What follows belongs to an exercise in optimizing a design on an open flow for small area, a short achievable clock period and few clock cycles per item; a production flow would make more cautious choices. Function was checked by simulation only, so behaviour that the tests miss may differ from the original.

==> module mmc_s, before the edit <==
module mmc_s(  
    input ld, clk,
    input [31:0] i_a, i_b,
    output [31:0] res,  
    output done);  
    wire [31:0] a, b, a_i_a, b_i_b;
    wire en_a, en_b;
    assign a_i_a = a + i_a;
    assign b_i_b = b + i_b;
    assign en_a = a < b;
    assign en_b = b < a;
    reg32 ra(ld, clk, en_a, i_a, a_i_a, a);
    reg32 rb(ld, clk, en_b, i_b, b_i_b, b);
    assign res = a;
    assign done = (a == b);
endmodule
==> module reg32, before the edit <==
module reg32(  
    input ld, clk, en,
    input [31:0] data_l, data_i,
    output reg [31:0] data_o);
    always @(posedge clk)
    if (ld) 
        data_o <= data_l;
    else if (en) 
        data_o <= data_i;
endmodule
==> flow/config.mk <==
export PLATFORM = sky130hd
export DESIGN_NAME = mmc_s
export DESIGN_NICKNAME = mmc_s
export VERILOG_FILES = /design/flow/design.v
export SDC_FILE = /design/flow/constraint.sdc
export NUM_CORES = 4
export LEC_CHECK = 0
export CAP_MARGIN = 20
export CORE_MARGIN = 2
export CORE_UTILIZATION = 40
export SLEW_MARGIN = 20
==> flow/constraint.sdc <==
create_clock -name core_clock -period 5.5 [get_ports {clk}]
set_input_delay 1.1000 -clock core_clock [delete_from_list [all_inputs] [get_ports {clk}]]
set_output_delay 1.1000 -clock core_clock [all_outputs]
set_load 0.01 [all_outputs]
run.sh (not shown) runs the stock make flow with config.mk's settings and CLKGATE_MAP_FILE= SYNTH_SCRIPT=/design/flow/synth_recipe.tcl, a recipe that flattens the netlist after the stock synthesis.
Testbench counts at the start, summed over its fixed seeds: cycles 817,283, items 1,200.
==> next run, changes <==
==> flow/design.v (replaced) <==
module mmc_s(
    input ld, clk,
    input [31:0] i_a, i_b,
    output [31:0] res,
    output done);
    reg [31:0] x, y;
    reg [32:0] u, v;
    reg        dn;
    wire [32:0] dxy = {1'b0, x} - {1'b0, y};
    wire [31:0] dyx = y - x;
    wire        lt  = dxy[32];
    wire        eq  = (x == y);
    wire [32:0] sum = u + v;
    wire xe = ~x[0];
    wire ye = ~y[0];
    wire subx = eq | (~xe & ~ye & ~lt);
    wire suby = ~eq & ~xe & ~ye & lt;
    always @(posedge clk) begin
        if (ld) begin
            x  <= i_a;
            y  <= i_b;
            u  <= {1'b0, i_b};
            v  <= {1'b0, i_a};
            dn <= 1'b0;
        end else begin
            if (subx)      x <= dxy[31:1];
            else if (xe)   x <= {1'b0, x[31:1]};
            if (suby)      y <= dyx[31:1];
            else if (ye & ~subx) y <= {1'b0, y[31:1]};
            if (suby)      u <= sum;
            else if (subx | (xe & ~ye)) u <= {u[31:0], 1'b0};
            if (subx)      v <= sum;
            else if (suby | (ye & ~xe)) v <= {v[31:0], 1'b0};
            if (eq)        dn <= 1'b1;
        end
    end
    assign res  = v[32:1];
    assign done = dn;
endmodule
Effect: Die area went up by well over a third; first-iteration DRC count increases to 4.2 times its value; maximum frequency decreases by a little under a tenth; non-clock buffer count is higher by 12; utilization falls by 4.1 points; global-route usage went up by 5.8 points; routed wire length went up by well over a third; flip-flop and latch count increases by 67.
Testbench counts after the change, summed over its fixed seeds: cycles 12,642, items 1,200.

========
mmc_s, a different RTL version from the one above (not shown whole).
For scale: roughly 130 flip-flops, roughly 99 I/O pins, about 0.011 mm² of cells after synthesis.
==> module mmc_s, before the edit <==
module mmc_s(
    input ld, clk,
    input [31:0] i_a, i_b,
    output [31:0] res,
    output done);
    function automatic [32:0] padd32(input [31:0] a, input [31:0] b, input c);
        reg [31:0] t, g, p, g0, p0;
        integer l, i, m;
        begin
            t = a ^ b;
            g0 = a;
            p0 = t;
            g0[0] = t[0] ? c : a[0];
            p0[0] = 1'b0;
            g = g0;
            p = p0;
            for (i = 1; i < 32; i = i + 1) begin
                g[i] = p0[i] ? g0[i - 1] : g0[i];
                p[i] = p0[i] & p0[i - 1];
            end
            for (l = 2; l < 32; l = l * 2)
                for (i = 0; i < 32; i = i + 1)
                    if (i & l) begin
                        m = (i & ~(l - 1)) - 1;
                        g[i] = p[i] ? g[m] : g[i];
                        p[i] = p[i] & p[m];
                    end
            padd32 = {g[31], t ^ {g[30:0], c}};
        end
    endfunction
    reg [31:0] x, y, u, v;
    reg        fy, dn;
    wire px = x[0];
    wire py = y[0] ^ fy;
    wire odd = px & py;
    wire [31:0] ny  = ~y;
    wire        cin = ~fy;
    wire [32:0] sc  = padd32(x, ny, cin);
    wire [32:0] s   = {~sc[32], sc[31:0]};
    wire        neg = s[32];
    wire        fin = &((x ^ ny) ~^ {x[30:0] | ny[30:0], cin});
    wire [31:0] p1  = s[32:1];
    wire [31:0] p2  = {1'b0, s[32:2]};
    wire [31:0] p3  = {2'b0, s[32:3]};
    wire [31:0] n1  = {1'b0, ~s[31:1]};
    wire [31:0] n2  = {2'b0, ~s[31:2]};
    wire [31:0] n3  = {3'b0, ~s[31:3]};
    wire [32:0] uv  = padd32(u, v, 1'b0);
    wire [31:0] sum = uv[31:0];
    function automatic [2:0] amt(input [2:1] l);
        amt = {~l[1] & ~l[2], ~l[1] & l[2], l[1]};
    endfunction
    wire [2:0] yl = y[2:0] ^ {3{fy}};   
    wire [2:0] kd = amt(s[2:1]);        
    wire [2:0] kx = amt(x[2:1]);
    wire [2:0] ky = amt(yl[2:1]);
    wire [2:0] kc = amt(x[2:1] | yl[2:1]);
    wire run  = ~ld & ~dn;
    wire sub  = run & odd;
    wire subx = sub & ~neg;             
    wire suby = sub & neg;              
    wire hb   = run & ~px & ~py;        
    wire hx   = run & ~px & py;         
    wire hy   = run & px & ~py;         
    wire [2:0] xd = {3{subx}} & kd;
    wire [2:0] yd = {3{suby}} & kd;
    wire [2:0] xh = ({3{hx}} & kx) | ({3{hb}} & kc);
    wire [2:0] yh = ({3{hy}} & ky) | ({3{hb}} & kc);
    wire [2:0] ud = xd | ({3{hx}} & kx);    
    wire [2:0] vd = yd | ({3{hy}} & ky);
    wire hold_x = ~(ld | subx | hx | hb);
    wire hold_y = ~(ld | suby | hy | hb);
    wire hold_u = ~(ld | suby | subx | hx);
    wire hold_v = ~(ld | subx | suby | hy);
    wire [34:0] bx = sub ? {2'b0, s[32:0]} : {3'b0, x};
    wire [34:0] by = sub ? {2'b0, ~s[32], ~s[31:0]} : {3'b0, y};
    wire [2:0]  sx = xd | xh;
    wire [2:0]  sy = yd | yh;
    always @(posedge clk) begin
        x  <= ({32{ld}} & i_a)
            | ({32{sx[0]}} & bx[32:1]) | ({32{sx[1]}} & bx[33:2]) | ({32{sx[2]}} & bx[34:3])
            | ({32{hold_x}} & x);
        y  <= ({32{ld}} & i_b)
            | ({32{sy[0]}} & by[32:1]) | ({32{sy[1]}} & by[33:2]) | ({32{sy[2]}} & by[34:3])
            | ({32{hold_y}} & y);
        u  <= ({32{ld}} & i_b) | ({32{suby}} & sum)
            | ({32{ud[0]}} & {u[30:0], 1'b0}) | ({32{ud[1]}} & {u[29:0], 2'b0}) | ({32{ud[2]}} & {u[28:0], 3'b0})
            | ({32{hold_u}} & u);
        v  <= ({32{subx}} & sum)
            | ({32{vd[0]}} & {v[30:0], 1'b0}) | ({32{vd[1]}} & {v[29:0], 2'b0}) | ({32{vd[2]}} & {v[28:0], 3'b0})
            | ({32{hold_v}} & v);
        fy <= suby | (~ld & fy);
        dn <= ~ld & (dn | (sub & fin));
    end
    assign res  = v;
    assign done = dn;
endmodule
Settings: LEC_CHECK=0, CAP_MARGIN=20, CORE_MARGIN=2, CORE_UTILIZATION=40, CTS_BUF_LIST=sky130_fd_sc_hd__clkbuf_4 sky130_fd_sc_hd__clkbuf_8, CTS_CLUSTER_SIZE=30, SETUP_SLACK_MARGIN=2.0, SLEW_MARGIN=20; clock period 5.5 ns.
standard.sh (not shown) runs the stock make flow with config.mk's settings and CLKGATE_MAP_FILE= SYNTH_SCRIPT=/design/flow/synth_recipe.tcl, a recipe that flattens the netlist after the stock synthesis.
==> flow/flow/run.sh <==
#!/bin/bash
# The standard layout (standard.sh, standard synthesis unchanged), with
# the port buffers made buf_2 cells instead of ORFS's default choice (a
# delay buffer); every input and output port still gets its own buffer.
set -o pipefail
cat standard.sh > standard_sh.txt
export BUFFER_PORTS_ARGS="-buffer_cell sky130_fd_sc_hd__buf_2"
bash standard.sh > standard.log 2>&1
The first run passed the timing, DRC and antenna checks.
Testbench counts at the start, summed over its fixed seeds: cycles 8,802, items 1,200.
Edit:
==> flow/design.v (replaced) <==
module mmc_s(
    input ld, clk,
    input [31:0] i_a, i_b,
    output [31:0] res,
    output done);
    function automatic [32:0] padd32(input [31:0] a, input [31:0] b, input c);
        reg [31:0] t, g, p, g0, p0;
        integer l, i, m;
        begin
            t = a ^ b;
            g0 = a;
            p0 = t;
            g0[0] = t[0] ? c : a[0];
            p0[0] = 1'b0;
            g = g0;
            p = p0;
            for (i = 1; i < 32; i = i + 1) begin
                g[i] = p0[i] ? g0[i - 1] : g0[i];
                p[i] = p0[i] & p0[i - 1];
            end
            for (l = 2; l < 32; l = l * 2)
                for (i = 0; i < 32; i = i + 1)
                    if (i & l) begin
                        m = (i & ~(l - 1)) - 1;
                        g[i] = p[i] ? g[m] : g[i];
                        p[i] = p[i] & p[m];
                    end
            padd32 = {g[31], t ^ {g[30:0], c}};
        end
    endfunction
    reg [31:0] x, y, u, v;
    reg        fy, dn;
    wire px = x[0];
    wire py = y[0] ^ fy;
    wire odd = px & py;
    wire [31:0] ny  = ~y;
    wire        cin = ~fy;
    wire [32:0] sc  = padd32(x, ny, cin);
    wire [32:0] s   = {~sc[32], sc[31:0]};
    wire        neg = s[32];
    wire        fin = &((x ^ ny) ~^ {x[30:0] | ny[30:0], cin});
    wire [31:0] p1  = s[32:1];
    wire [31:0] p2  = {1'b0, s[32:2]};
    wire [31:0] p3  = {2'b0, s[32:3]};
    wire [31:0] n1  = {1'b0, ~s[31:1]};
    wire [31:0] n2  = {2'b0, ~s[31:2]};
    wire [31:0] n3  = {3'b0, ~s[31:3]};
    wire        e2  = ~s[1];
    wire        e4  = e2 & ~s[2];
    wire [32:0] uv  = padd32(u, v, 1'b0);
    wire [31:0] sum = uv[31:0];
    wire run  = ~ld & ~dn;
    wire sub  = run & odd;
    wire subx = sub & ~neg;             
    wire suby = sub & neg;              
    wire k1   = ~e2;
    wire k2   = e2 & ~e4;
    wire k3   = e4;
    wire hx   = run & ~px;              
    wire hy   = run & ~py;              
    wire du1 = (subx & k1) | (hx & py);
    wire dv1 = (suby & k1) | (hy & px);
    wire kx = ~(ld | subx | hx);
    wire ky = ~(ld | suby | hy);
    wire ku = ~(ld | suby | subx | du1);
    wire kv = ~(ld | subx | suby | dv1);
    always @(posedge clk) begin
        x  <= ({32{ld}} & i_a) | ({32{subx & k1}} & p1) | ({32{subx & k2}} & p2) | ({32{subx & k3}} & p3)
            | ({32{hx}} & {1'b0, x[31:1]}) | ({32{kx}} & x);
        y  <= ({32{ld}} & i_b) | ({32{suby & k1}} & n1) | ({32{suby & k2}} & n2) | ({32{suby & k3}} & n3)
            | ({32{hy}} & {1'b0, y[31:1]}) | ({32{ky}} & y);
        u  <= ({32{ld}} & i_b) | ({32{suby}} & sum) | ({32{du1}} & {u[30:0], 1'b0})
            | ({32{subx & k2}} & {u[29:0], 2'b0}) | ({32{subx & k3}} & {u[28:0], 3'b0}) | ({32{ku}} & u);
        v  <= ({32{subx}} & sum) | ({32{dv1}} & {v[30:0], 1'b0})
            | ({32{suby & k2}} & {v[29:0], 2'b0}) | ({32{suby & k3}} & {v[28:0], 3'b0}) | ({32{kv}} & v);
        fy <= suby | (~ld & fy);
        dn <= ~ld & (dn | (sub & fin));
    end
    assign res  = v;
    assign done = dn;
endmodule
Cell count falls by about 4.5%.
Worst hold slack improves by 0.011 ns.
Final area falls by 4.0%.
Clock-buffer cell count rises by 4.
Core utilization falls by 0.96 points.
Testbench counts after the change, summed over its fixed seeds: cycles 9,782, items 1,200.

[separate check: timing with driven ports]
The results above use ideal ports. As a check the final layouts listed here were re-extracted and re-timed, cells and wires unchanged. Step 1 (the two cells are an assumption about what drives the block):
set clk [get_ports {clk}]
set_driving_cell -lib_cell sky130_fd_sc_hd__clkbuf_16 $clk
set_driving_cell -lib_cell sky130_fd_sc_hd__buf_2 [delete_from_list [all_inputs] $clk]
Step 2, shift: input delay + t, output delay - t, t = (earliest + latest rising clock arrival at the registers) / 2. This alone moves slack from input paths to output paths. Slacks: ideal / step 1 / step 2; pairs: ideal / step 1.
run | shift t [ns] | slack for setup (ns) | latest minus earliest clock arrival (ns) | worst register clock-pin slew, ns | worst data-port slew with drivers (ns)
the first run of note 1 | 0.371 | 1.453 / 1.471 / 1.100 | 0.013 / 0.013 | 0.06 / 0.06 | 0.05
the second run of note 1 | 0.472 | 1.142 / 1.142 / 1.142 | 0.015 / 0.015 | 0.07 / 0.07 | 0.06
the first run of note 2 | 0.511 | 2.109 / 2.109 / 1.632 | 0.020 / 0.020 | 0.10 / 0.10 | 0.04
the second run of note 2 | 0.503 | 2.073 / 2.073 / 2.073 | 0.017 / 0.018 | 0.09 / 0.09 | 0.04
After both steps setup and hold are still met in every run listed. The setup slack of the first run of note 2, which loses most, moves by 0.000 ns with the drivers and by -0.477 ns with both steps.
